This is an optimization exercise on Yosys and OpenROAD, whose aim is small area, a short achievable clock period and few clock cycles per item, not a production implementation. At most, simulation tests tie the RTL to the original design; equivalence was not proved. The RTL of runs 3 to 6 was laid out without a check of its function.

**flow/config.mk**
```make
export PLATFORM = sky130hd
export DESIGN_NAME = cordic
export DESIGN_NICKNAME = cordic
export VERILOG_FILES = /design/flow/design.v
export SDC_FILE = /design/flow/constraint.sdc
export NUM_CORES = 4
export LEC_CHECK = 0
export ABC_AREA = 1
export CAP_MARGIN = 20
export CORE_MARGIN = 2
export CORE_UTILIZATION = 55
export GPL_TIMING_DRIVEN = 1
export SETUP_SLACK_MARGIN = 3.0
export SLEW_MARGIN = 20
```
**flow/constraint.sdc**
```tcl
create_clock -name core_clock -period 6.0 [get_ports {clk}]
set_input_delay 1.2000 -clock core_clock [delete_from_list [all_inputs] [get_ports {clk}]]
set_output_delay 1.2000 -clock core_clock [all_outputs]
set_load 0.01 [all_outputs]
```
**flow/design.v**
```verilog
module rom (
	input  [3:0]  addr,
	output [15:0] q
);
	assign q = (addr == 4'd1) ? 16'h1dac :
	           (addr == 4'd2) ? 16'h0fae :
	           (addr == 4'd3) ? 16'h07f5 :
	           (addr == 4'd4) ? 16'h03ff :
	           16'h0200;
endmodule
module cordic_core (
	input             clk, rst, en,
	input      [15:0] z,
	input      [15:0] q,
	output     [3:0]  addr,
	output reg        done,
	output     [15:0] x, y
);
	localparam [15:0] A0 = 16'h3244, X0 = 16'h26dd;
	reg               busy;
	reg        [3:0]  n;
	reg signed [15:0] xr, yr, zr;
	reg        [15:0] ar;     
	wire accept = en & ~busy;
	wire               dn = zr[15];
	wire signed [15:0] ysh = yr >>> n;
	wire signed [15:0] xsh = xr >>> n;
	wire        [15:0] oy = ysh ^ {16{~dn}};
	wire        [15:0] ox = xsh ^ {16{dn}};
	wire        [15:0] oz = ar ^ {16{~dn}};
	wire        [16:0] sx = {xr, 1'b1} + {oy, ~dn};
	wire        [16:0] sy = {yr, 1'b1} + {ox, dn};
	wire        [16:0] sz = {zr, 1'b1} + {oz, ~dn};
	always @(posedge clk) begin
		if (accept) begin
			xr <= X0;
			yr <= z[15] ? -X0 : X0;
			zr <= z[15] ? z + A0 : z - A0;
			n  <= 4'd1;
			ar <= 16'h1dac;
		end else begin
			ar <= (n < 4'd5) ? q : (ar >> 1);
			xr <= sx[16:1];
			yr <= sy[16:1];
			zr <= sz[16:1];
			n  <= n + 4'd1;
		end
	end
	always @(posedge clk, posedge rst) begin
		if (rst) begin
			busy <= 1'b0;
			done <= 1'b0;
		end else begin
			busy <= accept | (busy & (n != 4'd14));
			done <= busy & (n == 4'd14);
		end
	end
	assign addr = n + 4'd1;
	assign x = xr;
	assign y = yr;
endmodule
module cordic (
	input                clk, rst, en,
	output               done,
	input  signed [15:0] z,
	output signed [15:0] x, y
);
	wire [3:0]  rom_addr;
	wire [15:0] rom_data;
	cordic_core u_cordic_core (
		.clk(clk), .rst(rst), .en(en), .z(z),
		.addr(rom_addr), .q(rom_data),
		.done(done), .x(x), .y(y)
	);
	rom u_rom (.addr(rom_addr), .q(rom_data));
endmodule
```
**flow/run.sh**
```bash
#!/bin/bash
# synth_recipe.tcl (not shown) runs the flow's synth.tcl, then flattens the netlist and writes it again
# the make line also repeats each setting of config.mk as NAME=value (left out here)
make -C /OpenROAD-flow-scripts/flow DESIGN_CONFIG=/design/flow/config.mk WORK_HOME=/design/flow/orfs CLKGATE_MAP_FILE= SYNTH_SCRIPT=/design/flow/synth_recipe.tcl finish
```
==> results of run 1 <==
area by class of cell:
type	count	area [um2]
Inverter	76	331.6
Fill cell	1039	3406
Multi-Input combinational cell	810	5049
Timing Repair inverter	1	16.27
Tap cell	143	178.9
Sequential cell	67	1364
Timing Repair Buffer	86	862.1
Clock inverter	6	70.07
Clock buffer	10	239.0
sequential cells by signal, summed over array words and instances, names as in the netlist:
register and cells:
u_cordic_core.ar 13, u_cordic_core.busy 1, u_cordic_core.done 1, u_cordic_core.n 4
u_cordic_core.xr 16, u_cordic_core.yr 16, u_cordic_core.zr 16
metal layers:
| layer | vias up | part of all wire [%] |
|---|---|---|
| li1 | 3460 | - |
| met1 | 3171 | 42 |
| met2 | 206 | 50 |
| met3 | 36 | 5.2 |
| met4 | 0 | 2.4 |
| met5 | - | 0 |
final timing paths:
check / slack [ns] / end / cells past startpoint / startpoint
worst max-delay path: 2.94 / u_cordic_core.yr[10]$_DFF_P_ / 19 / u_cordic_core.n[0]$_SDFF_PP1_
worst min register to register: 0.46 / u_cordic_core.ar[7]$_SDFF_PP1_ / 2 / u_cordic_core.ar[8]$_SDFF_PP1_
min in group asynchronous: 1.01 / u_cordic_core.done$_DFF_PP0_ / 2 / rst
max in group asynchronous: 4.88 / u_cordic_core.busy$_DFF_PP0_ / 2 / rst
worst max register to register: 2.94 / u_cordic_core.yr[10]$_DFF_P_ / 19 / u_cordic_core.n[0]$_SDFF_PP1_
worst min-delay path: 0.46 / u_cordic_core.ar[7]$_SDFF_PP1_ / 2 / u_cordic_core.ar[8]$_SDFF_PP1_
cell families (layout without fill, tap and decap cells):
| kind of cell | Yosys count | count (layout) |
|---|---|---|
| xor gates and xnor gates | 67 | 67 |
| buffers and inverters | 112 | 179 |
| DFF | 67 | 67 |
| and+or+nand+nor | 458 | 458 |
| muxes | 3 | 3 |
| AOI/OAI and AO/OA | 217 | 217 |
| adders and majority gates | 65 | 65 |
worst max-delay path, cell delays in order (launching register included):
cell and delay, ns:
dfxtp_4 0.37, buf_12 0.16, buf_8 0.14, mux2i_4 0.25
nand2_1 0.10, o21ai_2 0.08, o21ai_1 0.08, inv_1 0.11
o21ai_1 0.08, xor2_1 0.17, ha_1 0.39, a21oi_2 0.19
nand2_2 0.10, nand3_1 0.09, nand2_2 0.09, nand3_2 0.09
a31oi_2 0.09, or2_1 0.23, nand3_1 0.06, nand2_1 0.05
repair_timing:
action,4_1_cts,5_1_grt
cloned,1,2
buffers inserted,7,20
pin swaps,4,37
setup endpoints to repair,29,25
resized for setup,30,116
layout by cell type (no fill, tap or decap), drive strengths merged:
cell	netlist	routed
o21a	2	2
nand3	103	103
nor4	3	3
nor2	50	50
o22ai	4	4
mux2i	3	3
a21oi	83	83
o31ai	4	4
ha	64	64
a211oi	2	2
o2111ai	1	1
inv	75	76
dfxtp	65	65
xnor2	25	25
fa	1	1
a21o	4	4
o21ai	98	98
bufinv	0	1
clkdlybuf4s50	0	50
or2	4	4
nand2	285	285
bufbuf	0	1
and3	1	1
nand4	3	3
a31o	1	1
clkinv	1	6
and2	2	2
a221oi	1	1
nor3	7	7
o211ai	4	4
buf	19	33
a31oi	11	11
dfrtp	2	2
a21boi	2	2
xor2	42	42
clkbuf	17	12
==> reports/qor.log, run 1 <==
qor: yosys.synth_top_family_by_area simple AND/OR/NAND/NOR gates
qor: clock_network.max_root_sink_buffers 2
qor: global_routing.busiest_layer met2
qor: global_routing.first_global_vias 6093
qor: clock_network.cts_made_buffers 9
qor: detailed_routing.postRouteAntennaNets 0
qor: clock_network.cts.clk_slew.worst_paths 0.07 ns
qor: hold_path.holdCritPathClass flip-flop to flip-flop
qor: place.pre_cts_slack 2.331 ns
qor: die.fp.dieH 112.9 um
qor: sta.fin_setup_tns 0 ns
qor: die.initial_utilization 56.65%
qor: global_routing.grt_antenna_before_repair 0
qor: clock_network.clock_tree.htree_level_count 3
qor: sta.unrepaired_setup_endpoints_after_global_routing yes
qor: yosys.instance_count_of_the_mapped_netlist 989
qor: yosys.synth_area 6524 um2
qor: place.dp_cells 1153
qor: worst_setup_path.worstSetupPathType flip-flop to flip-flop
qor: yosys.synth_simple_gate_area_share 31.15%
qor: sta.slew_headroom 44.76%
qor: global_routing.grt.overflow.total 0
qor: yosys.edff_count_synth 0
qor: status.status timing/DRC/antenna clean
qor: global_routing.use_met1 35.27%
qor: detailed_routing.post-route-drc-count 0
qor: global_routing.global_route_wire_length_before_repair 28780 um
qor: sta.final.setup_skew 0.01369 ns
qor: die.io-pin-count 52
qor: yosys.synthDominantCellAreaShare 19.95%
qor: cells_and_area.final_nets 1135
qor: clock_network.cts.hold.buffers_added 0
qor: worst_setup_path.worst_ep_arrival_time 3.30 ns
qor: die.core.rowCount 39
qor: worst_setup_path.path_max_fanout 7
qor: yosys.muxShareOfSynthArea 0.4603%
qor: yosys.syn_nets 1073
qor: yosys.most_area_consuming_cells_after_synthesis dfxtp_1 20%, nand2_1 15%, ha_1 12%, nand3_1 6.6%, a21oi_1 6.2%
qor: sta.finalWorstSetupSlack 2.942 ns
qor: place.placement.io_buffers 51
qor: global_routing.grt_start_max_net_pins 45
qor: global_routing.globalRouteTotalUtil 27.84%
qor: clock_network.cts.sinks 67
qor: detailed_routing.drt_first_pass_iters 16
qor: yosys.synthFlopType dfxtp_1
qor: sta.worst_slew_pin_slew 0.8231 ns
qor: sta.timing_hold_violations_final 0
qor: sta.final_min_period_over_clock_period 50.97%
qor: yosys.arithmetic_cell_share_of_the_synthesized_area_counting_full_adders_half_adders_and_majority_gates 12.58%
qor: yosys.yosys.cell_count.top_type nand2_1
qor: detailed_routing.route.detailed.wl_per_inst 15.36 um
qor: clock_network.tritoncts done
qor: sta.final-setup-viol-count 0
qor: sta.fin_worst_hold_slack 0.4647 ns
qor: detailed_routing.post_drt_via_cell_ratio 5.732
qor: yosys.async_flop_share 2.985%
qor: worst_setup_path.critical_path_required 6.24 ns
qor: die.die_area 12750 um2
qor: place.dp.final_hpwl 12720 um
qor: worst_setup_path.sort_of_element_at_the_start_of_the_critical_path flip-flop
qor: die.fp.dieW 112.9 um
qor: yosys.yosys.area_share.xor_xnor 8.995%
qor: sta.slew_violations 0
qor: yosys.synthesis.yosys.warnings 1
qor: yosys.yosys-top-cells-count 266 x nand2_1, 86 x nand3_1, 81 x a21oi_1, 76 x o21ai_0, 68 x inv_1
qor: yosys.ys_ff_latch 67
qor: clock_network.clock-root-buffer clkbuf_16
qor: cells_and_area.growth_of_design_area_from_synthesis_to_finish 24.32%
qor: yosys.synth.distinct_cells 52
qor: detailed_routing.routed-via-count 6873
qor: yosys.postSynthAreaPerCell 6.596 um2
qor: die.coreArea 11520 um2
qor: yosys.synth_sequential_area_ratio 20.71%
qor: cells_and_area.final_core_util 70.43%
qor: cells_and_area.fin_cells 1199
qor: cells_and_area.drive_gt1_share 17.52%
qor: clock_network.worstSkewPairLatency 0.35 ns
qor: detailed_routing.routed_wirelength 18420 um
qor: job.max_cap_viol_count 0
qor: global_routing.global_route.usage.met3 4.071%
qor: cells_and_area.final_design_area_no_fill 8110 um2
qor: yosys.synth_top_area_cell dfxtp_1
qor: worst_setup_path.setup.worst_path.end_class flip-flop
qor: global_routing.grt.met2_usage 48.03%
qor: sta.final_period_minus_worst_setup_slack 3.058 ns
qor: detailed_routing.drt_iter0_markers 465
qor: place.post_placement_cell_area 7048 um2
qor: cells_and_area.insertedDiodeCount 0
qor: yosys.synth-compound-area-share 18.37%
qor: sta.maxClockFrequency 0.3270 GHz
qor: place.globalplace.congestion 0.9202
Testbench counts, summed over its fixed seeds: cycles 36,000, items 2,400.
==> run 2: changes to the inputs <==
--- a/flow/config.mk
+++ b/flow/config.mk
@@ -9,6 +9,6 @@
 export CAP_MARGIN = 20
 export CORE_MARGIN = 2
-export CORE_UTILIZATION = 55
+export CORE_UTILIZATION = 60
 export GPL_TIMING_DRIVEN = 1
-export SETUP_SLACK_MARGIN = 3.0
+export SETUP_SLACK_MARGIN = 2.8
 export SLEW_MARGIN = 20
==> reports/qor.log, run 2 <==
qor: cells_and_area.drive_gt1_share 9.311% [-8.2 points]
qor: global_routing.grt.overflow.total 0 [unchanged]
qor: worst_setup_path.critical-path-slowest-cell dfxtp_4
qor: sta.worst_slew_pin_slew 0.8261 ns [+0.002929 ns]
qor: cells_and_area.final_core_util 68.81% [-1.6 points]
qor: detailed_routing.drt_iter0_markers 438 [-5.8%]
qor: yosys.edff_count_synth 0 [unchanged]
qor: sta.final_min_period_over_clock_period 52.34% [+1.4 points]
qor: global_routing.grt_start_max_net_pins 46 [+2.2%]
qor: yosys.yosys.cell_count.top_type nand2_1
qor: yosys.instance_count_of_the_mapped_netlist 989 [unchanged]
qor: die.fp.dieW 108.3 um [-4.1%]
qor: global_routing.grt_antenna_before_repair 0 [unchanged]
qor: place.dp_cells 1149 [-0.35%]
qor: clock_network.cts.hold.buffers_added 0 [unchanged]
qor: yosys.ys_ff_latch 67 [unchanged]
qor: detailed_routing.post-route-drc-count 0 [unchanged]
qor: yosys.postSynthAreaPerCell 6.596 um2 [unchanged]
qor: detailed_routing.post_drt_via_cell_ratio 5.680 [-0.92%]
qor: global_routing.global_route_wire_length_before_repair 27340 um [-5.0%]
qor: yosys.synthesis.yosys.warnings 1 [unchanged]
qor: clock_network.worstSkewPairLatency 0.37 ns [+0.02 ns]
qor: detailed_routing.route.detailed.wl_per_inst 14.43 um [-6.1%]
qor: cells_and_area.sequential_cell_area 1365 um2 [about the same]
qor: clock_network.clock_tree.htree_level_count 3 [unchanged]
qor: sta.finalWorstSetupSlack 2.859 ns [-0.08258 ns]
qor: sta.unrepaired_setup_endpoints_after_global_routing yes
qor: cells_and_area.reg.largest.list u_cordic_core.xr: 16 flops, u_cordic_core.yr: 16 flops, u_cordic_core.zr: 16 flops
qor: worst_setup_path.critical_path_required 6.26 ns [+0.02 ns]
qor: clock_network.cts_made_buffers 9 [unchanged]
qor: yosys.async_flop_share 2.985% [unchanged]
qor: worst_setup_path.cp_common_cell nand2_1
qor: worst_setup_path.max_stage_delay_on_crit_path 0.46 ns [+0.07 ns]
qor: cells_and_area.growth_of_design_area_from_synthesis_to_finish 13.33%
qor: sta.fin_worst_hold_slack 0.4726 ns [+0.007873 ns]
qor: die.core.rowCount 38 [-2.6%]
qor: clock_network.max_root_sink_buffers 2 [unchanged]
qor: sta.slew_headroom 44.56% [-0.20 points]
qor: sta.final-setup-viol-count 0 [unchanged]
qor: place.pre_cts_slack 1.886 ns [-0.4447 ns]
qor: yosys.synthDominantCellAreaShare 19.95% [unchanged]
qor: worst_setup_path.setup.worst_path.end_class flip-flop
qor: yosys.synth_area 6524 um2 [unchanged]
qor: status.status timing/DRC/antenna clean
qor: job.max_cap_viol_count 0 [unchanged]
qor: clock_network.cts.sinks 67 [unchanged]
qor: place.post_placement_cell_area 7037 um2 [-0.16%]
qor: detailed_routing.routed_wirelength 16900 um [-8.3%]
qor: cells_and_area.multi_input_area 4735 um2 [-6.2%]
qor: sta.slew_violations 0 [unchanged]
qor: place.dp.final_hpwl 12550 um [-1.4%]
qor: sta.timing_hold_violations_final 0 [unchanged]
qor: global_routing.globalRouteTotalUtil 29.28% [+1.4 points]
qor: cells_and_area.fin_cells 1171 [-2.3%]
qor: sta.final_period_minus_worst_setup_slack 3.141 ns [+0.08258 ns]
qor: clock_network.tritoncts done
qor: yosys.syn_nets 1073 [unchanged]
qor: die.initial_utilization 60.71% [+4.1 points]
qor: cells_and_area.mostFrequentLayoutCells 266 x nand2_1, 82 x nand3_1, 81 x a21oi_1
qor: detailed_routing.postRouteAntennaNets 0 [unchanged]
qor: sta.final.setup_skew 0.01767 ns [+0.003981 ns]
qor: place.placement.io_buffers 51 [unchanged]
qor: hold_path.holdCritPathClass flip-flop to flip-flop
qor: yosys.synth_sequential_area_ratio 20.71% [unchanged]
qor: sta.maxClockFrequency 0.3184 GHz [-2.6%]
qor: detailed_routing.drt_first_pass_iters 5 [-11]
qor: yosys.synth.distinct_cells 52 [unchanged]
qor: clock_network.cts.clk_slew.worst_paths 0.08 ns [about the same]
qor: worst_setup_path.cp_cell_sequence clkinv_8, nand2_1, o21ai_0, o21ai_1, nand2_1, o21ai_1, o22ai_1, xor2_1, ha_1, nand3_1, nand2_1, a31oi_2, o21ai_2, a21boi_2, o21ai_2, nand2_1, a21oi_1, nor2_1
qor: detailed_routing.routed-via-count 6651 [-3.2%]
qor: worst_setup_path.worstSetupPathType flip-flop to flip-flop
qor: yosys.synth_top_area_cell dfxtp_1
qor: global_routing.first_global_vias 5974 [-2.0%]
qor: worst_setup_path.sort_of_element_at_the_start_of_the_critical_path flip-flop
qor: die.coreArea 10750 um2 [-6.7%]
qor: cells_and_area.num-fill-cells 1028 [-1.1%]
qor: yosys.yosys-top-cells-count 266 x nand2_1, 86 x nand3_1, 81 x a21oi_1, 76 x o21ai_0, 68 x inv_1
qor: sta.fin_setup_tns 0 ns [unchanged]
qor: yosys.synthFlopType dfxtp_1
qor: worst_setup_path.path_max_fanout 15 [+8]
qor: cells_and_area.final_nets 1111 [-2.1%]
qor: die.io-pin-count 52 [unchanged]
qor: worst_setup_path.worst_ep_arrival_time 3.40 ns [+0.10 ns]
qor: die.fp.dieH 108.3 um [-4.1%]
qor: die.die_area 11720 um2 [-8.0%]
qor: place.globalplace.congestion 0.9207 [about the same]
qor: cells_and_area.layout.cells.most_common nand2_1
qor: cells_and_area.insertedDiodeCount 0 [unchanged]
qor: clock_network.clock-root-buffer clkbuf_8
qor: yosys.most_area_consuming_cells_after_synthesis dfxtp_1 20%, nand2_1 15%, ha_1 12%, nand3_1 6.6%, a21oi_1 6.2%
qor: cells_and_area.final_design_area_no_fill 7393 um2 [-8.8%]
run 2: cell types whose count changed in the layout (fill, tap and decap cells not counted), sizes merged:
cell,previous run,this run
inv,76,74
buf,33,10
bufbuf,1,0
clkbuf,12,11
bufinv,1,0
clkinvlp,0,2
clkdlybuf4s15,0,1
run 2: final timing paths:
check                           slack (ns)                               to                            from  depth (start not counted)
worst max register to register        2.86  u_cordic_core.xr[12]$_SDFF_PP0_   u_cordic_core.n[0]$_SDFF_PP1_                         18
max in group asynchronous             4.90     u_cordic_core.busy$_DFF_PP0_                             rst                          2
worst min register to register        0.47   u_cordic_core.ar[5]$_SDFF_PP1_  u_cordic_core.ar[6]$_SDFF_PP0_                          2
worst min-delay path                  0.47   u_cordic_core.ar[5]$_SDFF_PP1_  u_cordic_core.ar[6]$_SDFF_PP0_                          2
min in group asynchronous             0.99     u_cordic_core.done$_DFF_PP0_                             rst                          2
worst max-delay path                  2.86  u_cordic_core.xr[12]$_SDFF_PP0_   u_cordic_core.n[0]$_SDFF_PP1_                         18
run 2: worst max-delay path: cells and delay by family, from the launching register on:
family                   cells  cell delay, ns
XOR/XNOR                     1            0.18
adder cells (fa/ha/maj)      1            0.35
flip-flops                   1            0.46
AND/OR/NAND/NOR              6            0.53
buffers and inverters        1            0.12
AO/OA/AOI/OAI                9            1.37
run 2: metal layers:
layer | vias up | wire length (um) | global-route usage, %
li1 | 3415 | - | -
met1 | 3006 | 7425 | 36.87
met2 | 196 | 8215 | 51.08
met3 | 34 | 867 | 5.184
met4 | 0 | 388 | 8.608
met5 | - | 0 | 0
run 2: layout make-up:
type                            instances  area share [%]
Clock buffer                           10           1.726
Clock inverter                          5          0.4231
Inverter                               76           4.197
Multi-Input combinational cell        810           64.04
Sequential cell                        67           18.46
Tap cell                              140           2.369
Timing Repair Buffer                   62           8.665
Timing Repair inverter                  1          0.1185
run 2: logic make-up after synthesis:
logic type      Yosys count  synth area share, %
fa+ha+maj                65                12.58
flops                    67                20.71
simple gates            458                31.15
compound gates          217                18.37
buf+inv                 112                7.729
mux                       3               0.4603
xor+xnor                 67                8.995
run 2: timing repair:
item / CTS / global route
pin swaps: 0 / 3
resized for setup: 14 / 31
buffers inserted: 2 / 3
endpoints found under the setup margin: 35 / 13
cloned: 0 / 2
==> run 3: changes to the inputs <==
--- a/flow/design.v
+++ b/flow/design.v
@@ -3,9 +3,8 @@
 	output [15:0] q
 );
-	assign q = (addr == 4'd1) ? 16'h1dac :
-	           (addr == 4'd2) ? 16'h0fae :
-	           (addr == 4'd3) ? 16'h07f5 :
-	           (addr == 4'd4) ? 16'h03ff :
-	           16'h0200;
+	assign q = (addr[1:0] == 2'd1) ? 16'h1dac :
+	           (addr[1:0] == 2'd2) ? 16'h0fae :
+	           (addr[1:0] == 2'd3) ? 16'h07f5 :
+	           16'h03ff;
 endmodule
 module cordic_core (
@@ -21,29 +20,43 @@
 	reg        [3:0]  n;
 	reg signed [15:0] xr, yr, zr;
-	reg        [15:0] ar;     
+	reg               inr;     
+	reg               dn;      
+	reg        [4:0]  zs;      
 	wire accept = en & ~busy;
-	wire               dn = zr[15];
+	wire inr_v  = (zr[15:10] == 6'b000000) | (zr[15:10] == 6'b111111);
 	wire signed [15:0] ysh = yr >>> n;
 	wire signed [15:0] xsh = xr >>> n;
 	wire        [15:0] oy = ysh ^ {16{~dn}};
 	wire        [15:0] ox = xsh ^ {16{dn}};
-	wire        [15:0] oz = ar ^ {16{~dn}};
+	wire        [15:0] qa = ({16{zs[0]}} & 16'h1dac) | ({16{zs[1]}} & 16'h0fae) |
+	                        ({16{zs[2]}} & 16'h07f5) | ({16{zs[3]}} & 16'h03ff);
+	wire        [15:0] oz = qa ^ {16{~dn}};
 	wire        [16:0] sx = {xr, 1'b1} + {oy, ~dn};
 	wire        [16:0] sy = {yr, 1'b1} + {ox, dn};
 	wire        [16:0] sz = {zr, 1'b1} + {oz, ~dn};
+	wire [15:0] z1 = z[15] ? z + A0 : z - A0;
 	always @(posedge clk) begin
 		if (accept) begin
 			xr <= X0;
 			yr <= z[15] ? -X0 : X0;
-			zr <= z[15] ? z + A0 : z - A0;
+			zr <= z1;
+			dn <= z1[15];
 			n  <= 4'd1;
-			ar <= 16'h1dac;
+			zs <= 5'b00001;
 		end else begin
-			ar <= (n < 4'd5) ? q : (ar >> 1);
 			xr <= sx[16:1];
 			yr <= sy[16:1];
-			zr <= sz[16:1];
+			zr <= (|zs[3:0]) ? sz[16:1] : {zr[15], zr[13:0], 1'b0};
 			n  <= n + 4'd1;
+			zs <= {zs[3:0], 1'b0};
+			if (|zs[3:0])
+				dn <= sz[16];
+			else if (zs[4] ? inr_v : inr)
+				dn <= ~zr[9];
+			else
+				dn <= zr[15];
 		end
+		if (zs[4])
+			inr <= inr_v;
 	end
 	always @(posedge clk, posedge rst) begin
@@ -56,5 +69,5 @@
 		end
 	end
-	assign addr = n + 4'd1;
+	assign addr = n;
 	assign x = xr;
 	assign y = yr;
--- a/flow/config.mk
+++ b/flow/config.mk
@@ -9,6 +9,6 @@
 export CAP_MARGIN = 20
 export CORE_MARGIN = 2
-export CORE_UTILIZATION = 60
+export CORE_UTILIZATION = 65
 export GPL_TIMING_DRIVEN = 1
-export SETUP_SLACK_MARGIN = 2.8
+export SETUP_SLACK_MARGIN = 2.7
 export SLEW_MARGIN = 20
==> reports/qor.log, run 3 <==
qor: sta.final.setup_skew 0.01053 ns [-0.007139 ns]
qor: worst_setup_path.worst_ep_arrival_time 3.43 ns [+0.03 ns]
qor: worst_setup_path.path_max_fanout 28 [+13]
qor: yosys.synth-compound-area-share 18.92% [+0.54 points]
qor: cells_and_area.final_nets 1133 [+2.0%]
qor: die.fp.dieW 103.6 um [-4.4%]
qor: clock_network.cts_made_buffers 9 [unchanged]
qor: yosys.most_area_consuming_cells_after_synthesis dfxtp_1 18%, nand2_1 16%, ha_1 12%, nand3_1 7.8%, o21ai_0 6.4%
qor: cells_and_area.layout.cells.most_common nand2_1
qor: cells_and_area.insertedDiodeCount 0 [unchanged]
qor: detailed_routing.route.detailed.wl_per_inst 15.11 um [+4.7%]
qor: place.placement.io_buffers 51 [unchanged]
qor: hold_path.holdCritPathClass flip-flop to flip-flop
qor: clock_network.cts.hold.buffers_added 0 [unchanged]
qor: detailed_routing.drt_first_pass_iters 7 [+2]
qor: detailed_routing.post-route-drc-count 0 [unchanged]
qor: global_routing.grt.overflow.total 0 [unchanged]
qor: clock_network.cts.sinks 61 [-9.0%]
qor: worst_setup_path.cp_cell_sequence clkdlybuf4s50_1, nand2_4, clkinv_1, nor2_2, clkinv_1, o311ai_1
qor: yosys.synth.distinct_cells 50 [-3.8%]
qor: die.fp.dieH 103.6 um [-4.4%]
qor: clock_network.cts.clk_slew.worst_paths 0.07 ns [about the same]
qor: global_routing.globalRouteTotalUtil 33.28% [+4.0 points]
qor: yosys.async_flop_share 3.279% [+0.29 points]
qor: detailed_routing.post_drt_via_cell_ratio 5.868 [+3.3%]
qor: yosys.edff_count_synth 1 [+1]
qor: cells_and_area.reg.largest.list u_cordic_core.xr: 16 flops, u_cordic_core.yr: 16 flops, u_cordic_core.zr: 16 flops
qor: yosys.syn_nets 1086 [+1.2%]
qor: place.globalplace.congestion 0.9432 [+2.4%]
qor: worst_setup_path.critical-path-slowest-cell clkdlybuf4s50_1
qor: yosys.synthFlopType dfxtp_1
qor: yosys.yosys.area_share.xor_xnor 8.565% [-0.43 points]
qor: sta.timing_hold_violations_final 0 [unchanged]
qor: detailed_routing.routed_wirelength 17950 um [+6.2%]
qor: yosys.arithmetic_cell_share_of_the_synthesized_area_counting_full_adders_half_adders_and_majority_gates 12.55% [-0.035 points]
qor: sta.maxClockFrequency 0.3150 GHz [-1.1%]
qor: yosys.muxShareOfSynthArea 0.6215% [+0.16 points]
qor: detailed_routing.postRouteAntennaNets 0 [unchanged]
qor: status.status timing/DRC/antenna clean
qor: yosys.synth_sequential_area_ratio 19.27% [-1.4 points]
qor: global_routing.grt_start_max_net_pins 38 [-17%]
qor: sta.final_min_period_over_clock_period 52.90% [+0.56 points]
qor: detailed_routing.routed-via-count 6971 [+4.8%]
qor: clock_network.clock_tree.htree_level_count 3 [unchanged]
qor: sta.unrepaired_setup_endpoints_after_global_routing yes
qor: job.max_cap_viol_count 0 [unchanged]
qor: yosys.ys_ff_latch 61 [-9.0%]
qor: die.initial_utilization 66.52% [+5.8 points]
qor: yosys.postSynthAreaPerCell 6.423 um2 [-2.6%]
qor: clock_network.tritoncts done
qor: sta.slew_violations 0 [unchanged]
qor: worst_setup_path.sort_of_element_at_the_start_of_the_critical_path primary input
qor: place.post_placement_cell_area 6973 um2 [-0.91%]
qor: sta.fin_setup_tns 0 ns [unchanged]
qor: yosys.synthesis.yosys.warnings 1 [unchanged]
qor: detailed_routing.drt_iter0_markers 472 [+7.8%]
qor: die.die_area 10720 um2 [-8.5%]
qor: sta.finalWorstSetupSlack 2.826 ns [-0.03369 ns]
qor: worst_setup_path.worstSetupPathType primary input to flip-flop
qor: clock_network.clock-root-buffer clkbuf_8
qor: die.io-pin-count 52 [unchanged]
qor: cells_and_area.final_core_util 75.92% [+7.1 points]
qor: yosys.synth_top_area_cell dfxtp_1
qor: clock_network.worstSkewPairLatency 0.36 ns [about the same]
qor: sta.worst_slew_pin_slew 0.6415 ns [-0.1846 ns]
qor: worst_setup_path.cp_common_cell clkinv_1
qor: sta.final_period_minus_worst_setup_slack 3.174 ns [+0.03369 ns]
qor: worst_setup_path.critical_path_required 6.26 ns [about the same]
qor: yosys.yosys-top-cells-count 270 x nand2_1, 100 x nand3_1, 83 x inv_1, 82 x o21ai_0, 70 x a21oi_1
qor: worst_setup_path.max_stage_delay_on_crit_path 0.46 ns [about the same]
qor: place.dp.final_hpwl 13350 um [+6.4%]
qor: die.core.rowCount 36 [-5.3%]
qor: sta.slew_headroom 57.17% [+13 points]
qor: worst_setup_path.setup.worst_path.end_class flip-flop
qor: yosys.synth_top_family_by_area simple AND/OR/NAND/NOR gates
qor: clock_network.max_root_sink_buffers 2 [unchanged]
qor: yosys.synth_simple_gate_area_share 32.10% [+0.96 points]
qor: yosys.synthDominantCellAreaShare 18.02% [-1.9 points]
qor: yosys.instance_count_of_the_mapped_netlist 1003 [+1.4%]
qor: sta.final-setup-viol-count 0 [unchanged]
qor: yosys.yosys.cell_count.top_type nand2_1
qor: cells_and_area.drive_gt1_share 8.436% [-0.88 points]
qor: place.pre_cts_slack 2.030 ns [+0.1440 ns]
qor: cells_and_area.final_design_area_no_fill 7352 um2 [-0.56%]
qor: cells_and_area.mostFrequentLayoutCells 268 x nand2_1, 100 x nand3_1, 82 x inv_1
qor: global_routing.global_route_wire_length_before_repair 29510 um [+7.9%]
qor: sta.fin_worst_hold_slack 0.4652 ns [-0.007434 ns]
qor: cells_and_area.growth_of_design_area_from_synthesis_to_finish 14.12%
qor: global_routing.grt_antenna_before_repair 0 [unchanged]
qor: global_routing.first_global_vias 6169 [+3.3%]
qor: yosys.synth_area 6442 um2 [-1.2%]
qor: die.coreArea 9684 um2 [-9.9%]
-- run 3: cell types whose count changed after synthesis, moves of 7 or more --
cell / previous run / this run
nand3_1: 86 / 100
o21ai_1: 21 / 5
clkbuf_1: 17 / 5
dfxtp_1: 65 / 58
nand3_2: 17 / 7
xnor2_1: 25 / 18
buf_1: 2 / 12
inv_1: 68 / 83
a21oi_1: 81 / 70
-- run 3: layout make-up --
cell class                      count  area [um2]
Sequential cell                    61        1255
Timing Repair Buffer               68       656.9
Clock inverter                      5       52.55
Clock buffer                       11       131.4
Multi-Input combinational cell    820        4737
Fill cell                         778        2332
Tap cell                          133       166.4
Inverter                           90       352.8
-- run 3: worst max-delay path: cells and delay by family --
kind / cells / cell delay (ns)
buffers and inverters: 3 / 1.12
AOI/OAI and AO/OA: 1 / 0.34
and+or+nand+nor: 2 / 0.75
-- run 3: layer usage --
layer	vias up	track usage, %	wire length, um
met5	-	0	0
met4	0	12.84	605
met3	52	5.035	1263
met2	320	57.43	8662
met1	3095	41.86	7415
li1	3504	-	-
-- run 3: path summary, 6_finish.rpt --
path	endpoint	cells after the start	from	slack [ns]
worst max-delay path	u_cordic_core.zr[6]$_DFF_P_	6	en	2.83
worst min-delay path	u_cordic_core.zs[3]$_SDFF_PP0_	2	u_cordic_core.zs[2]$_SDFF_PP0_	0.47
worst max register to register	u_cordic_core.yr[10]$_DFF_P_	21	u_cordic_core.n[0]$_SDFF_PP1_	2.86
worst min register to register	u_cordic_core.zs[3]$_SDFF_PP0_	2	u_cordic_core.zs[2]$_SDFF_PP0_	0.47
max in group asynchronous	u_cordic_core.busy$_DFF_PP0_	2	rst	4.88
min in group asynchronous	u_cordic_core.done$_DFF_PP0_	2	rst	1.01
-- run 3: repair_timing --
item / 4_1_cts / 5_1_grt
gates resized for setup: 13 / 30
buffers inserted: 1 / 12
cloned: 0 / 0
pin swaps: 0 / 3
endpoints found under the setup margin: 36 / 17
-- run 3: cells by family (layout without fill, tap and decap cells) --
group	Yosys count	after routing
AOI/OAI and AO/OA	213	213
xor gates and xnor gates	63	63
adders and majority gates	64	64
buffers and inverters	122	174
DFF	61	61
muxes	4	4
and+or+nand+nor	476	476
-- run 3: through the flow --
step           std cells
2_1_floorplan       1003
3_3_place_gp        1159
3_5_place_dp        1159
4_1_cts             1176
5_1_grt             1188
6_report            1188
==> run 4: changes to the inputs <==
--- a/flow/config.mk
+++ b/flow/config.mk
@@ -9,6 +9,6 @@
 export CAP_MARGIN = 20
 export CORE_MARGIN = 2
-export CORE_UTILIZATION = 65
+export CORE_UTILIZATION = 60
 export GPL_TIMING_DRIVEN = 1
-export SETUP_SLACK_MARGIN = 2.7
+export SETUP_SLACK_MARGIN = 2.8
 export SLEW_MARGIN = 20
==> reports/qor.log, run 4 <==
qor: yosys.synth_area 6442 um2 [unchanged]
qor: place.globalplace.congestion 0.9426 [about the same]
qor: yosys.synthDominantCellAreaShare 18.02% [unchanged]
qor: worst_setup_path.sort_of_element_at_the_start_of_the_critical_path flip-flop
qor: sta.timing_hold_violations_final 0 [unchanged]
qor: cells_and_area.layout.cells.most_common nand2_1
qor: die.coreArea 10370 um2 [+7.1%]
qor: place.dp_cells 1162 [+0.26%]
qor: detailed_routing.drt_iter0_markers 561 [+19%]
qor: yosys.most_area_consuming_cells_after_synthesis dfxtp_1 18%, nand2_1 16%, ha_1 12%, nand3_1 7.8%, o21ai_0 6.4%
qor: worst_setup_path.cp_cell_sequence buf_12, buf_4, mux2i_2, nand2_1, o21ai_2, o21ai_0, nand2_1, o21ai_0, xor2_1, ha_1, a21oi_1, nand2_2, a21oi_4, o21bai_1, a21oi_2, o21ai_2, a21oi_1, o21ai_1
qor: detailed_routing.postRouteAntennaNets 0 [unchanged]
qor: yosys.yosys.cell_count.top_type nand2_1
qor: sta.slew_violations 0 [unchanged]
qor: sta.maxClockFrequency 0.3212 GHz [+2.0%]
qor: hold_path.worst_hold_launch u_cordic_core.zs[2]$_SDFF_PP0_
qor: die.die_area 11580 um2 [+8.0%]
qor: worst_setup_path.max_stage_delay_on_crit_path 0.42 ns [-0.04 ns]
qor: cells_and_area.final_nets 1134 [+0.088%]
qor: yosys.postSynthAreaPerCell 6.423 um2 [unchanged]
qor: sta.slew_headroom 57.63% [+0.46 points]
qor: die.fp.dieW 107.6 um [+3.9%]
qor: detailed_routing.post-route-drc-count 0 [unchanged]
qor: yosys.async_flop_share 3.279% [unchanged]
qor: cells_and_area.insertedDiodeCount 0 [unchanged]
qor: worst_setup_path.worstSetupPathType flip-flop to flip-flop
qor: clock_network.cts.hold.buffers_added 0 [unchanged]
qor: worst_setup_path.critical-path-slowest-cell dfxtp_4
qor: detailed_routing.drt_first_pass_iters 6 [-1]
qor: worst_setup_path.path_max_fanout 9 [-68%]
qor: worst_setup_path.setup.worst_path.end_class flip-flop
qor: die.io-pin-count 52 [unchanged]
qor: hold_path.holdCritPathClass flip-flop to flip-flop
qor: detailed_routing.routed_wirelength 18410 um [+2.6%]
qor: yosys.syn_nets 1086 [unchanged]
qor: clock_network.cts.clk_slew.worst_paths 0.08 ns [about the same]
qor: die.fp.dieH 107.6 um [+3.9%]
qor: sta.fin_setup_tns 0 ns [unchanged]
qor: cells_and_area.reg.largest.list u_cordic_core.xr: 16 flops, u_cordic_core.yr: 16 flops, u_cordic_core.zr: 16 flops
qor: detailed_routing.route.detailed.wl_per_inst 15.45 um [+2.3%]
qor: sta.final_period_minus_worst_setup_slack 3.113 ns [-0.06111 ns]
qor: sta.final.setup_skew 0.01696 ns [+0.006430 ns]
qor: yosys.yosys-top-cells-count 270 x nand2_1, 100 x nand3_1, 83 x inv_1, 82 x o21ai_0, 70 x a21oi_1
qor: detailed_routing.post_drt_via_cell_ratio 5.836 [-0.54%]
qor: cells_and_area.multi_input_area 4797 um2 [+1.3%]
qor: global_routing.grt.overflow.total 0 [unchanged]
qor: yosys.edff_count_synth 1 [unchanged]
qor: cells_and_area.mostFrequentLayoutCells 267 x nand2_1, 99 x nand3_1, 82 x inv_1
qor: place.dp.final_hpwl 13780 um [+3.2%]
qor: worst_setup_path.startpoint_of_the_worst_setup_timing_path u_cordic_core.n[0]$_SDFF_PP1_
qor: yosys.synthFlopType dfxtp_1
qor: worst_setup_path.critical_path_required 6.26 ns [about the same]
qor: worst_setup_path.critical-path-top-delay-family compound AO/OA/AOI/OAI gates
qor: place.placement.io_buffers 51 [unchanged]
qor: status.status timing/DRC/antenna clean
qor: clock_network.worstSkewPairLatency 0.38 ns [+0.02 ns]
qor: global_routing.grt_antenna_before_repair 0 [unchanged]
qor: global_routing.global_route_wire_length_before_repair 29570 um [+0.21%]
qor: worst_setup_path.regToRegStartpoint u_cordic_core.n[0]$_SDFF_PP1_
qor: clock_network.clock-root-buffer clkbuf_8
qor: die.core.rowCount 37 [+2.8%]
qor: yosys.synth_sequential_area_ratio 19.27% [unchanged]
qor: yosys.synth_top_area_cell dfxtp_1
qor: sta.unrepaired_setup_endpoints_after_global_routing yes
qor: sta.final-setup-viol-count 0 [unchanged]
qor: yosys.synthesis.yosys.warnings 1 [unchanged]
qor: clock_network.max_root_sink_buffers 2 [unchanged]
qor: worst_setup_path.critPathBufInv 2 [-1]
qor: detailed_routing.routed-via-count 6957 [-0.20%]
qor: global_routing.grt_start_max_net_pins 38 [unchanged]
qor: clock_network.clock_tree.htree_level_count 3 [unchanged]
qor: yosys.instance_count_of_the_mapped_netlist 1003 [unchanged]
qor: clock_network.cts.sinks 61 [unchanged]
qor: sta.final_min_period_over_clock_period 51.89% [-1.0 points]
qor: worst_setup_path.worst_ep_arrival_time 3.37 ns [-0.06 ns]
qor: clock_network.cts_made_buffers 9 [unchanged]
qor: clock_network.tritoncts done
qor: die.initial_utilization 62.13% [-4.4 points]
qor: cells_and_area.sequential_cell_area 1255 um2 [unchanged]
qor: global_routing.first_global_vias 6333 [+2.7%]
qor: sta.worst_slew_pin_slew 0.6348 ns [-0.006680 ns]
qor: cells_and_area.fin_cells 1192 [+0.34%]
qor: cells_and_area.num-fill-cells 955 [+23%]
qor: job.max_cap_viol_count 0 [unchanged]
qor: cells_and_area.growth_of_design_area_from_synthesis_to_finish 15.54%
qor: yosys.ys_ff_latch 61 [unchanged]
qor: cells_and_area.drive_gt1_share 9.564% [+1.1 points]
qor: yosys.synth.distinct_cells 50 [unchanged]
qor: global_routing.globalRouteTotalUtil 32.19% [-1.1 points]
==> run 4: cell type report <==
type                       instances  share of cell area (%)
multi-input combinational        820                   64.45
timing repair buffer              69                   9.228
inverter                          90                   4.824
clock buffer                       9                   1.664
sequential                        61                   16.86
clock inverter                     7                  0.6892
tap                              136                   2.286
==> run 4: worst register-to-register path, stage by stage, from the launching register on <==
cell      delay [ns]
dfxtp_4         0.42
buf_12          0.15
buf_4           0.13
mux2i_2         0.23
nand2_1         0.10
o21ai_2         0.09
o21ai_0         0.11
nand2_1         0.09
o21ai_0         0.10
xor2_1          0.16
ha_1            0.35
a21oi_1         0.17
nand2_2         0.10
a21oi_4         0.15
o21bai_1        0.11
a21oi_2         0.21
o21ai_2         0.12
a21oi_1         0.16
o21ai_1         0.07
==> run 4: final timing paths <==
check                                                  end  slack (ns)  depth (start not counted)
max                        u_cordic_core.xr[10]$_SDFF_PP1_        2.89                         18
min                         u_cordic_core.zs[3]$_SDFF_PP0_        0.47                          2
max reg2reg                u_cordic_core.xr[10]$_SDFF_PP1_        2.89                         18
min reg2reg                 u_cordic_core.zs[3]$_SDFF_PP0_        0.47                          2
max in group asynchronous     u_cordic_core.done$_DFF_PP0_        4.88                          2
min in group asynchronous     u_cordic_core.busy$_DFF_PP0_        1.00                          2
==> run 4: metal layers <==
| metal | global-route usage, % | routed length (um) | up-vias |
|---|---|---|---|
| met5 | 0 | 0 | - |
| met4 | 11.45 | 491 | 0 |
| met3 | 5.145 | 953 | 46 |
| li1 | - | - | 3492 |
| met2 | 56.96 | 9090 | 265 |
| met1 | 39.24 | 7879 | 3154 |
==> run 4: through the flow <==
step / setup slack (ns) / area (um2) / utilization [%] / hold WS (ns)
2_1_floorplan: 3.039 / 6442 / - / 0.4304
3_3_place_gp: 2.154 / 6977 / 67.28 / 0.4400
3_5_place_dp: 2.170 / 6977 / 67.28 / 0.4498
4_1_cts: 2.799 / 7199 / 69.43 / 0.4556
5_1_grt: 2.644 / 7443 / 71.78 / 0.4950
6_report: 2.887 / 7443 / 71.78 / 0.4742
==> run 4: timing repair <==
| action | 4_1_cts | 5_1_grt |
|---|---|---|
| pin swaps | 0 | 10 |
| setup buffers | 2 | 11 |
| cloned | 0 | 1 |
| resized for setup | 16 | 54 |
| setup endpoints to repair | 36 | 24 |
==> run 4: kinds of logic after synthesis <==
kind of cell | Yosys count | share of synthesized area (%)
AO/OA/AOI/OAI | 213 | 18.92
XOR/XNOR | 63 | 8.565
adder cells (fa/ha/maj) | 64 | 12.55
buffers and inverters | 122 | 7.982
flip-flops | 61 | 19.27
multiplexers | 4 | 0.6215
AND/OR/NAND/NOR | 476 | 32.10
==> run 5: changes to the inputs <==
--- a/flow/config.mk
+++ b/flow/config.mk
@@ -9,5 +9,5 @@
 export CAP_MARGIN = 20
 export CORE_MARGIN = 2
-export CORE_UTILIZATION = 60
+export CORE_UTILIZATION = 50
 export GPL_TIMING_DRIVEN = 1
 export SETUP_SLACK_MARGIN = 2.8
==> reports/qor.log, run 5 <==
qor: sta.final_min_period_over_clock_period 52.12% [+0.23 points]
qor: sta.final_period_minus_worst_setup_slack 3.127 ns [+0.01379 ns]
qor: cells_and_area.insertedDiodeCount 0 [unchanged]
qor: global_routing.grt.met2_usage 48.10% [-8.9 points]
qor: yosys.ys_ff_latch 61 [unchanged]
qor: worst_setup_path.setup.worst_path.end_class flip-flop
qor: global_routing.global_route_wire_length_before_repair 31270 um [+5.7%]
qor: cells_and_area.multi_input_area 4823 um2 [+0.55%]
qor: hold_path.holdCritPathClass flip-flop to flip-flop
qor: detailed_routing.post_drt_via_cell_ratio 5.533 [-5.2%]
qor: cells_and_area.reg.largest.list u_cordic_core.xr: 16 flops, u_cordic_core.yr: 16 flops, u_cordic_core.zr: 16 flops
qor: yosys.instance_count_of_the_mapped_netlist 1003 [unchanged]
qor: sta.final.setup_skew 0.006968 ns [-0.009992 ns]
qor: yosys.synth.distinct_cells 50 [unchanged]
qor: place.globalplace.congestion 0.8934 [-5.2%]
qor: global_routing.grt_start_max_net_pins 38 [unchanged]
qor: clock_network.clock-root-buffer clkbuf_16
qor: yosys.yosys-top-cells-count 270 x nand2_1, 100 x nand3_1, 83 x inv_1, 82 x o21ai_0, 70 x a21oi_1
qor: detailed_routing.post-route-drc-count 0 [unchanged]
qor: yosys.synthesis.yosys.warnings 1 [unchanged]
qor: yosys.synth_top_area_cell dfxtp_1
qor: sta.maxClockFrequency 0.3198 GHz [-0.44%]
qor: worst_setup_path.sort_of_element_at_the_start_of_the_critical_path flip-flop
qor: job.max_cap_viol_count 0 [unchanged]
qor: cells_and_area.sequential_cell_area 1252 um2 [-0.20%]
qor: worst_setup_path.worstSetupEndpoint u_cordic_core.yr[10]$_DFF_P_
qor: place.placement.io_buffers 51 [unchanged]
qor: detailed_routing.drt_iter0_markers 469 [-16%]
qor: worst_setup_path.flop_to_flop_setup_slack 2.87 ns [about the same]
qor: yosys.syn_nets 1086 [unchanged]
qor: place.post_placement_cell_area 7029 um2 [+0.75%]
qor: sta.final-setup-viol-count 0 [unchanged]
qor: sta.worst_slew_pin_slew 0.6408 ns [+0.005980 ns]
qor: cells_and_area.drive_gt1_share 10.32% [+0.76 points]
qor: status.status timing/DRC/antenna clean
qor: sta.slew_violations 0 [unchanged]
qor: worst_setup_path.critical_path_required 6.22 ns [-0.04 ns]
qor: die.initial_utilization 51.05% [-11 points]
qor: worst_setup_path.worstSetupPathType flip-flop to flip-flop
qor: clock_network.max_root_sink_buffers 2 [unchanged]
qor: die.fp.dieH 117.5 um [+9.2%]
qor: worst_setup_path.regToRegStartpoint u_cordic_core.n[0]$_SDFF_PP1_
qor: yosys.synthFlopType dfxtp_1
qor: yosys.postSynthAreaPerCell 6.423 um2 [unchanged]
qor: yosys.synthDominantCellAreaShare 18.02% [unchanged]
qor: die.io-pin-count 52 [unchanged]
qor: cells_and_area.num-fill-cells 1304 [+37%]
qor: global_routing.first_global_vias 6307 [-0.41%]
qor: sta.fin_setup_tns 0 ns [unchanged]
qor: yosys.synth_sequential_area_ratio 19.27% [unchanged]
qor: cells_and_area.layout.cells.most_common nand2_1
qor: worst_setup_path.startpoint_of_the_worst_setup_timing_path u_cordic_core.n[0]$_SDFF_PP1_
qor: detailed_routing.postRouteAntennaNets 0 [unchanged]
qor: yosys.async_flop_share 3.279% [unchanged]
qor: yosys.synth_area 6442 um2 [unchanged]
qor: worst_setup_path.path_max_fanout 5 [-4]
qor: clock_network.tritoncts done
qor: cells_and_area.final_nets 1134 [unchanged]
qor: sta.unrepaired_setup_endpoints_after_global_routing yes
qor: clock_network.worstSkewPairLatency 0.35 ns [-0.03 ns]
qor: global_routing.globalRouteTotalUtil 27.80% [-4.4 points]
qor: die.fp.dieW 117.5 um [+9.2%]
qor: yosys.edff_count_synth 1 [unchanged]
qor: cells_and_area.final_design_area_no_fill 7664 um2 [+3.0%]
qor: detailed_routing.routed-via-count 6795 [-2.3%]
qor: cells_and_area.mostFrequentLayoutCells 267 x nand2_1, 98 x nand3_1, 82 x inv_1
qor: yosys.most_area_consuming_cells_after_synthesis dfxtp_1 18%, nand2_1 16%, ha_1 12%, nand3_1 7.8%, o21ai_0 6.4%
qor: global_routing.use_met1 35.73% [-3.5 points]
qor: die.core.rowCount 41 [+11%]
qor: clock_network.cts.clk_slew.worst_paths 0.05 ns [-0.03 ns]
qor: sta.fin_worst_hold_slack 0.4586 ns [-0.01560 ns]
qor: worst_setup_path.ff2ff_path_depth 18 [unchanged]
qor: detailed_routing.drt_first_pass_iters 5 [-1]
qor: yosys.yosys.cell_count.top_type nand2_1
qor: cells_and_area.growth_of_design_area_from_synthesis_to_finish 18.96%
qor: global_routing.grt_antenna_before_repair 0 [unchanged]
qor: global_routing.busiest_layer met2
qor: clock_network.cts_made_buffers 9 [unchanged]
qor: die.die_area 13810 um2 [+19%]
qor: sta.slew_headroom 57.24% [-0.40 points]
qor: global_routing.grt.overflow.total 0 [unchanged]
qor: worst_setup_path.worst_ep_arrival_time 3.35 ns [-0.02 ns]
qor: detailed_routing.routed_wirelength 19270 um [+4.6%]
qor: die.coreArea 12620 um2 [+22%]
qor: place.dp.final_hpwl 14350 um [+4.1%]
qor: clock_network.cts.sinks 61 [unchanged]
qor: worst_setup_path.r2r_end u_cordic_core.yr[10]$_DFF_P_
qor: global_routing.global_route.usage.met3 4.070% [-1.1 points]
qor: sta.timing_hold_violations_final 0 [unchanged]
qor: clock_network.clock_tree.htree_level_count 3 [unchanged]
qor: detailed_routing.route.detailed.wl_per_inst 15.69 um [+1.6%]
## run 5: worst min path at each step
stage,from,to,cells after the start
after CTS,u_cordic_core.zs[0]$_DFF_P_,u_cordic_core.zs[1]$_SDFF_PP0_,2
final,u_cordic_core.zs[2]$_SDFF_PP0_,u_cordic_core.zs[3]$_SDFF_PP0_,2
after detailed placement,u_cordic_core.zs[0]$_DFF_P_,u_cordic_core.zs[1]$_SDFF_PP0_,2
after floorplan,u_cordic_core.zs[2]$_SDFF_PP0_,u_cordic_core.zs[3]$_SDFF_PP0_,2
after global placement,u_cordic_core.zs[2]$_SDFF_PP0_,u_cordic_core.zs[3]$_SDFF_PP0_,2
after global routing,u_cordic_core.zs[2]$_SDFF_PP0_,u_cordic_core.zs[3]$_SDFF_PP0_,2
## run 5: through the flow
| stage | util, % | std cells | setup WS [ns] |
|---|---|---|---|
| 2_1_floorplan | - | 1003 | 3.039 |
| 3_3_place_gp | 55.70 | 1199 | 2.124 |
| 3_5_place_dp | 55.70 | 1199 | 2.104 |
| 4_1_cts | 58.62 | 1218 | 2.769 |
| 5_1_grt | 60.73 | 1228 | 2.677 |
| 6_report | 60.73 | 1228 | 2.873 |
## run 5: kinds of logic (layout without fill, tap and decap cells)
family                   Yosys count  count (layout)  share of synthesized area, %
buffers and inverters            122             175                         7.982
AO/OA/AOI/OAI                    213             213                         18.92
multiplexers                       4               4                        0.6215
flip-flops                        61              61                         19.27
adder cells (fa/ha/maj)           64              64                         12.55
XOR/XNOR                          63              63                         8.565
AND/OR/NAND/NOR                  476             476                         32.10
## run 5: final cells by class
cell class	count	area share [%]
timing repair buffer	69	9.535
inverter	90	4.653
clock inverter	5	0.6857
clock buffer	11	3.037
tap	172	2.808
multi-input combinational	820	62.94
sequential	61	16.34
## run 5: critical path, stage by stage (launching register included)
cell       delay [ns]
dfxtp_4          0.46
clkbuf_16        0.19
nand2_1          0.04
nand2_1          0.10
o21ai_0          0.12
o21ai_0          0.16
inv_1            0.10
o21ai_0          0.24
xor2_1           0.20
ha_1             0.30
a21oi_1          0.20
nand2_2          0.10
nand3_1          0.10
nand2_2          0.09
nand3_2          0.08
a31oi_1          0.10
or2_2            0.30
nand3_1          0.07
nand2_1          0.06
## run 5: metal layers
metal,share of wire (%),wire (um)
met1,44,8546
met2,49,9479
met3,4.5,869
met4,1.9,369
met5,0,0
## run 5: what timing repair did
| item | 4_1_cts | 5_1_grt |
|---|---|---|
| hold buffers | 0 | 0 |
| setup buffers | 2 | 8 |
| gates cloned | 1 | 2 |
| setup endpoints to repair | 30 | 27 |
| gates resized for setup | 19 | 55 |
| pin swaps | 0 | 7 |
==> run 6: changes to the inputs <==
--- a/flow/design.v
+++ b/flow/design.v
@@ -16,5 +16,4 @@
 	output     [15:0] x, y
 );
-	localparam [15:0] A0 = 16'h3244, X0 = 16'h26dd;
 	reg               busy;
 	reg        [3:0]  n;
@@ -22,40 +21,52 @@
 	reg               inr;     
 	reg               dn;      
-	reg        [4:0]  zs;      
+	reg        [2:0]  kd;      
+	reg        [3:0]  zs;      
 	wire accept = en & ~busy;
 	wire inr_v  = (zr[15:10] == 6'b000000) | (zr[15:10] == 6'b111111);
+	wire signed [15:0] zi = z;
+	wire d0 = zi[15];
+	wire d1 = d0 ? (zi < -16'sd12868) : (zi < 16'sd12868);
+	wire d2 = d0 ? (d1 ? (zi < -16'sd20464) : (zi < -16'sd5272))
+	             : (d1 ? (zi <  16'sd5272)  : (zi <  16'sd20464));
+	wire [15:0] x2 = (d1 == d0) ? (d0 ? 16'h136e : 16'h136f) : (d0 ? 16'h3a4c : 16'h3a4b);
+	wire [15:0] y2 = d1 ? (d0 ? 16'hc5b5 : 16'h136f) : (d0 ? 16'hec91 : 16'h3a4b);
+	wire [15:0] kz = (kd == 3'd0) ? 16'ha062 : (kd == 3'd1) ? 16'h04ea :
+	                 (kd == 3'd2) ? 16'hdbba : (kd == 3'd3) ? 16'h4042 :
+	                 (kd == 3'd4) ? 16'hbfbe : (kd == 3'd5) ? 16'h2446 :
+	                 (kd == 3'd6) ? 16'hfb16 : 16'h5f9e;
 	wire signed [15:0] ysh = yr >>> n;
 	wire signed [15:0] xsh = xr >>> n;
 	wire        [15:0] oy = ysh ^ {16{~dn}};
 	wire        [15:0] ox = xsh ^ {16{dn}};
-	wire        [15:0] qa = ({16{zs[0]}} & 16'h1dac) | ({16{zs[1]}} & 16'h0fae) |
-	                        ({16{zs[2]}} & 16'h07f5) | ({16{zs[3]}} & 16'h03ff);
-	wire        [15:0] oz = qa ^ {16{~dn}};
+	wire        [15:0] qa = ({16{zs[1]}} & 16'h07f5) | ({16{zs[2]}} & 16'h03ff);
+	wire        [15:0] oz = zs[0] ? kz : (qa ^ {16{~dn}});
+	wire               cz = ~zs[0] & ~dn;
 	wire        [16:0] sx = {xr, 1'b1} + {oy, ~dn};
 	wire        [16:0] sy = {yr, 1'b1} + {ox, dn};
-	wire        [16:0] sz = {zr, 1'b1} + {oz, ~dn};
-	wire [15:0] z1 = z[15] ? z + A0 : z - A0;
+	wire        [16:0] sz = {zr, 1'b1} + {oz, cz};
 	always @(posedge clk) begin
 		if (accept) begin
-			xr <= X0;
-			yr <= z[15] ? -X0 : X0;
-			zr <= z1;
-			dn <= z1[15];
-			n  <= 4'd1;
-			zs <= 5'b00001;
+			xr <= x2;
+			yr <= y2;
+			zr <= z;
+			dn <= d2;
+			kd <= {d2, d1, d0};
+			n  <= 4'd2;
+			zs <= 4'b0001;
 		end else begin
 			xr <= sx[16:1];
 			yr <= sy[16:1];
-			zr <= (|zs[3:0]) ? sz[16:1] : {zr[15], zr[13:0], 1'b0};
+			zr <= (|zs[2:0]) ? sz[16:1] : {zr[15], zr[13:0], 1'b0};
 			n  <= n + 4'd1;
-			zs <= {zs[3:0], 1'b0};
-			if (|zs[3:0])
+			zs <= {zs[2:0], 1'b0};
+			if (|zs[2:0])
 				dn <= sz[16];
-			else if (zs[4] ? inr_v : inr)
+			else if (zs[3] ? inr_v : inr)
 				dn <= ~zr[9];
 			else
 				dn <= zr[15];
 		end
-		if (zs[4])
+		if (zs[3])
 			inr <= inr_v;
 	end
--- a/flow/config.mk
+++ b/flow/config.mk
@@ -9,5 +9,5 @@
 export CAP_MARGIN = 20
 export CORE_MARGIN = 2
-export CORE_UTILIZATION = 50
+export CORE_UTILIZATION = 60
 export GPL_TIMING_DRIVEN = 1
 export SETUP_SLACK_MARGIN = 2.8
==> reports/qor.log, run 6 <==
qor: yosys.async_flop_share 3.175% [-0.10 points]
qor: place.dp.final_hpwl 13640 um [-4.9%]
qor: die.fp.dieW 106.5 um [-9.4%]
qor: cells_and_area.mostFrequentLayoutCells 257 x nand2_1, 88 x inv_1, 84 x nand3_1
qor: die.initial_utilization 61.33% [+10 points]
qor: global_routing.grt_start_max_net_pins 44 [+16%]
qor: sta.slew_violations 0 [unchanged]
qor: detailed_routing.drt_first_pass_iters 6 [+1]
qor: sta.fin_worst_hold_slack 0.4856 ns [+0.02708 ns]
qor: hold_path.holdCritPathClass flip-flop to flip-flop
qor: detailed_routing.routed_wirelength 18690 um [-3.0%]
qor: detailed_routing.routed-via-count 6953 [+2.3%]
qor: worst_setup_path.setup.worst_path.end_class flip-flop
qor: yosys.synthFlopType dfxtp_1
qor: cells_and_area.drive_gt1_share 10.75% [+0.43 points]
qor: detailed_routing.route.detailed.wl_per_inst 15.75 um [+0.38%]
qor: clock_network.clock_tree.htree_level_count 3 [unchanged]
qor: place.placement.io_buffers 51 [unchanged]
qor: die.fp.dieH 106.5 um [-9.4%]
qor: yosys.synthDominantCellAreaShare 18.10% [+0.080 points]
qor: sta.fin_setup_tns 0 ns [unchanged]
qor: global_routing.grt_antenna_before_repair 0 [unchanged]
qor: place.globalplace.congestion 0.9042 [+1.2%]
qor: die.io-pin-count 52 [unchanged]
qor: sta.slew_headroom 29.52% [-28 points]
qor: cells_and_area.num-fill-cells 928 [-29%]
qor: cells_and_area.reg.largest.list u_cordic_core.xr: 16 flops, u_cordic_core.yr: 16 flops, u_cordic_core.zr: 16 flops
qor: sta.maxClockFrequency 0.3226 GHz [+0.89%]
qor: die.die_area 11340 um2 [-18%]
qor: clock_network.tritoncts done
qor: yosys.syn_nets 1059 [-2.5%]
qor: detailed_routing.post_drt_via_cell_ratio 5.858 [+5.9%]
qor: detailed_routing.drt_iter0_markers 548 [+17%]
qor: global_routing.first_global_vias 6352 [+0.71%]
qor: yosys.synth.distinct_cells 49 [-2.0%]
qor: worst_setup_path.worstSetupPathType primary input to flip-flop
qor: place.post_placement_cell_area 6857 um2 [-2.5%]
qor: detailed_routing.postRouteAntennaNets 0 [unchanged]
qor: clock_network.cts.clk_slew.worst_paths 0.08 ns [+0.03 ns]
qor: clock_network.worstSkewPairLatency 0.38 ns [+0.03 ns]
qor: clock_network.cts_made_buffers 9 [unchanged]
qor: global_routing.globalRouteTotalUtil 33.52% [+5.7 points]
qor: worst_setup_path.worst_ep_arrival_time 3.36 ns [about the same]
qor: worst_setup_path.path_max_fanout 4 [-1]
qor: yosys.postSynthAreaPerCell 6.361 um2 [-0.97%]
qor: sta.final.setup_skew 0.01524 ns [+0.008275 ns]
qor: worst_setup_path.sort_of_element_at_the_start_of_the_critical_path primary input
qor: cells_and_area.sequential_cell_area 1321 um2 [+5.5%]
qor: cells_and_area.final_nets 1114 [-1.8%]
qor: global_routing.grt.overflow.total 0 [unchanged]
qor: clock_network.clock-root-buffer clkbuf_8
qor: cells_and_area.layout.cells.most_common nand2_1
qor: clock_network.max_root_sink_buffers 2 [unchanged]
qor: yosys.most_area_consuming_cells_after_synthesis dfxtp_1 18%, nand2_1 15%, ha_1 9.5%, o21ai_0 8.0%, nand3_1 6.7%
qor: job.max_cap_viol_count 0 [unchanged]
qor: status.status timing/DRC/antenna clean
qor: die.coreArea 10280 um2 [-19%]
qor: sta.final_min_period_over_clock_period 51.66% [-0.46 points]
qor: global_routing.global_route_wire_length_before_repair 30220 um [-3.4%]
qor: worst_setup_path.critical_path_required 6.26 ns [+0.04 ns]
qor: yosys.ys_ff_latch 63 [+3.3%]
qor: sta.worst_slew_pin_slew 1.053 ns [+0.4126 ns]
qor: cells_and_area.insertedDiodeCount 0 [unchanged]
qor: yosys.yosys.cell_count.top_type nand2_1
qor: detailed_routing.post-route-drc-count 0 [unchanged]
qor: yosys.instance_count_of_the_mapped_netlist 991 [-1.2%]
qor: yosys.yosys-top-cells-count 259 x nand2_1, 101 x o21ai_0, 90 x inv_1, 84 x nand3_1, 80 x a21oi_1
qor: cells_and_area.multi_input_area 4537 um2 [-5.9%]
qor: clock_network.cts.sinks 63 [+3.3%]
qor: clock_network.cts.hold.buffers_added 0 [unchanged]
qor: sta.unrepaired_setup_endpoints_after_global_routing yes
qor: sta.final-setup-viol-count 0 [unchanged]
qor: sta.timing_hold_violations_final 0 [unchanged]
qor: sta.final_period_minus_worst_setup_slack 3.099 ns [-0.02751 ns]
qor: yosys.synthesis.yosys.warnings 1 [unchanged]
qor: die.core.rowCount 37 [-9.8%]
qor: cells_and_area.growth_of_design_area_from_synthesis_to_finish 16.67%
qor: yosys.synth_top_area_cell dfxtp_1
qor: yosys.synth_area 6304 um2 [-2.2%]
qor: cells_and_area.final_design_area_no_fill 7355 um2 [-4.0%]
qor: yosys.edff_count_synth 4 [+3]
qor: yosys.synth_sequential_area_ratio 20.80% [+1.5 points]
run 6: cell count changes after synthesis, sizes merged, moves of 6 or more:
| cell | before | now |
|---|---|---|
| nand3 | 107 | 93 |
| xor2 | 45 | 37 |
| a22oi | 0 | 13 |
| a21oi | 70 | 80 |
| o21ai | 90 | 111 |
| clkbuf | 5 | 14 |
| ha | 63 | 48 |
| buf | 27 | 21 |
| xnor2 | 18 | 5 |
run 6: per-stage QoR:
step	instances	utilization, %	worst slack (ns)
after detailed placement	1151	66.72	2.109
after floorplan	991	-	2.987
after CTS	1177	69.54	2.822
after global placement	1151	66.72	2.184
final	1187	71.56	2.901
after global routing	1187	71.56	2.740
run 6: cells by family (layout without fill, tap and decap cells):
group	count (synthesis)	count (layout)	synth area share, %
simple gates	456	456	31.88
compound gates	249	249	22.41
buf+inv	128	188	8.595
flops	63	63	20.80
fa+ha+maj	50	50	10.00
xor+xnor	42	42	5.836
mux	3	3	0.4764
run 6: critical path, cell delays in order:
cell	delay (ns)
clkdlybuf4s50_1	0.50
inv_1	0.10
nand2_1	0.07
nor4_1	0.24
o2111ai_1	0.14
a311oi_1	0.24
ha_1	0.33
o311ai_0	0.13
nand3_1	0.12
nand2_1	0.07
nand2_1	0.07
nand2_1	0.08
nand3_1	0.06
run 6: per-layer routing:
layer / wire, um / share of wire [%] / GRT usage, %
met5: 0 / 0 / 0
met4: 655 / 3.5 / 14.56
met3: 1283 / 6.9 / 5.212
met2: 8973 / 48 / 57.65
met1: 7781 / 42 / 41.40
run 6: final timing paths:
kind | slack, ns | start | end | depth (start not counted)
min | 0.49 | u_cordic_core.busy$_DFF_PP0_ | u_cordic_core.busy$_DFF_PP0_ | 2
min reg2reg | 0.49 | u_cordic_core.busy$_DFF_PP0_ | u_cordic_core.busy$_DFF_PP0_ | 2
min in group asynchronous | 0.97 | rst | u_cordic_core.busy$_DFF_PP0_ | 2
max reg2reg | 2.96 | u_cordic_core.n[0]$_SDFF_PP0_ | u_cordic_core.yr[12]$_DFF_P_ | 14
max | 2.90 | z[3] | u_cordic_core.dn$_DFF_P_ | 13
max in group asynchronous | 4.93 | rst | u_cordic_core.done$_DFF_PP0_ | 2
run 6: layout make-up:
cell class	count	area share, %
Inverter	93	4.985
Timing Repair Buffer	75	10.00
Timing Repair inverter	4	0.3743
Multi-Input combinational cell	800	61.69
Clock buffer	9	1.684
Clock inverter	7	0.9867
Tap cell	136	2.314
Sequential cell	63	17.97
run 6: timing repair:
action / CTS / global route
gates cloned: 3 / 2
pin swaps: 0 / 7
gates resized for setup: 11 / 53
setup buffers: 7 / 8
setup endpoints to repair: 26 / 21

## what the ideal ports hide
How much do the figures lean on ideal ports? The routed layouts below were timed once more, with nothing changed but the port constraints.
Step 1: set_driving_cell puts a clkbuf_16 on clk and a buf_2 on each other input, an assumption about the parent block.
Step 2 moves the port delays by t, midway between the first and last clock arrival at a register: inputs arrive t later, outputs are due t later. That takes back most of the time a late clock gives input paths.
a / b / c = ideal / step 1 / step 2; a / b = the first two.
run | t, ns | setup WS [ns] | hold WS [ns] | worst slew at a driven data input, ns | cell pins on the clock port's net
run 1 | 0.387 | 2.942 / 2.942 / 2.778 | 0.465 / 0.465 / 0.465 | 0.04 | 1
run 2 | 0.396 | 2.859 / 2.859 / 2.603 | 0.473 / 0.473 / 0.473 | 0.04 | 1
run 3 | 0.386 | 2.826 / 2.841 / 2.455 | 0.465 / 0.465 / 0.465 | 0.04 | 1
run 4 | 0.402 | 2.887 / 2.887 / 2.576 | 0.474 / 0.474 / 0.474 | 0.04 | 1
run 5 | 0.385 | 2.873 / 2.873 / 2.661 | 0.459 / 0.459 / 0.459 | 0.04 | 1
run 6 | 0.410 | 2.901 / 2.918 / 2.507 | 0.486 / 0.486 / 0.486 | 0.03 | 1
After both steps every run listed still meets setup and hold. The setup slack of run 6, which loses most, moves by +0.017 ns with the drivers and by -0.394 ns with both steps.
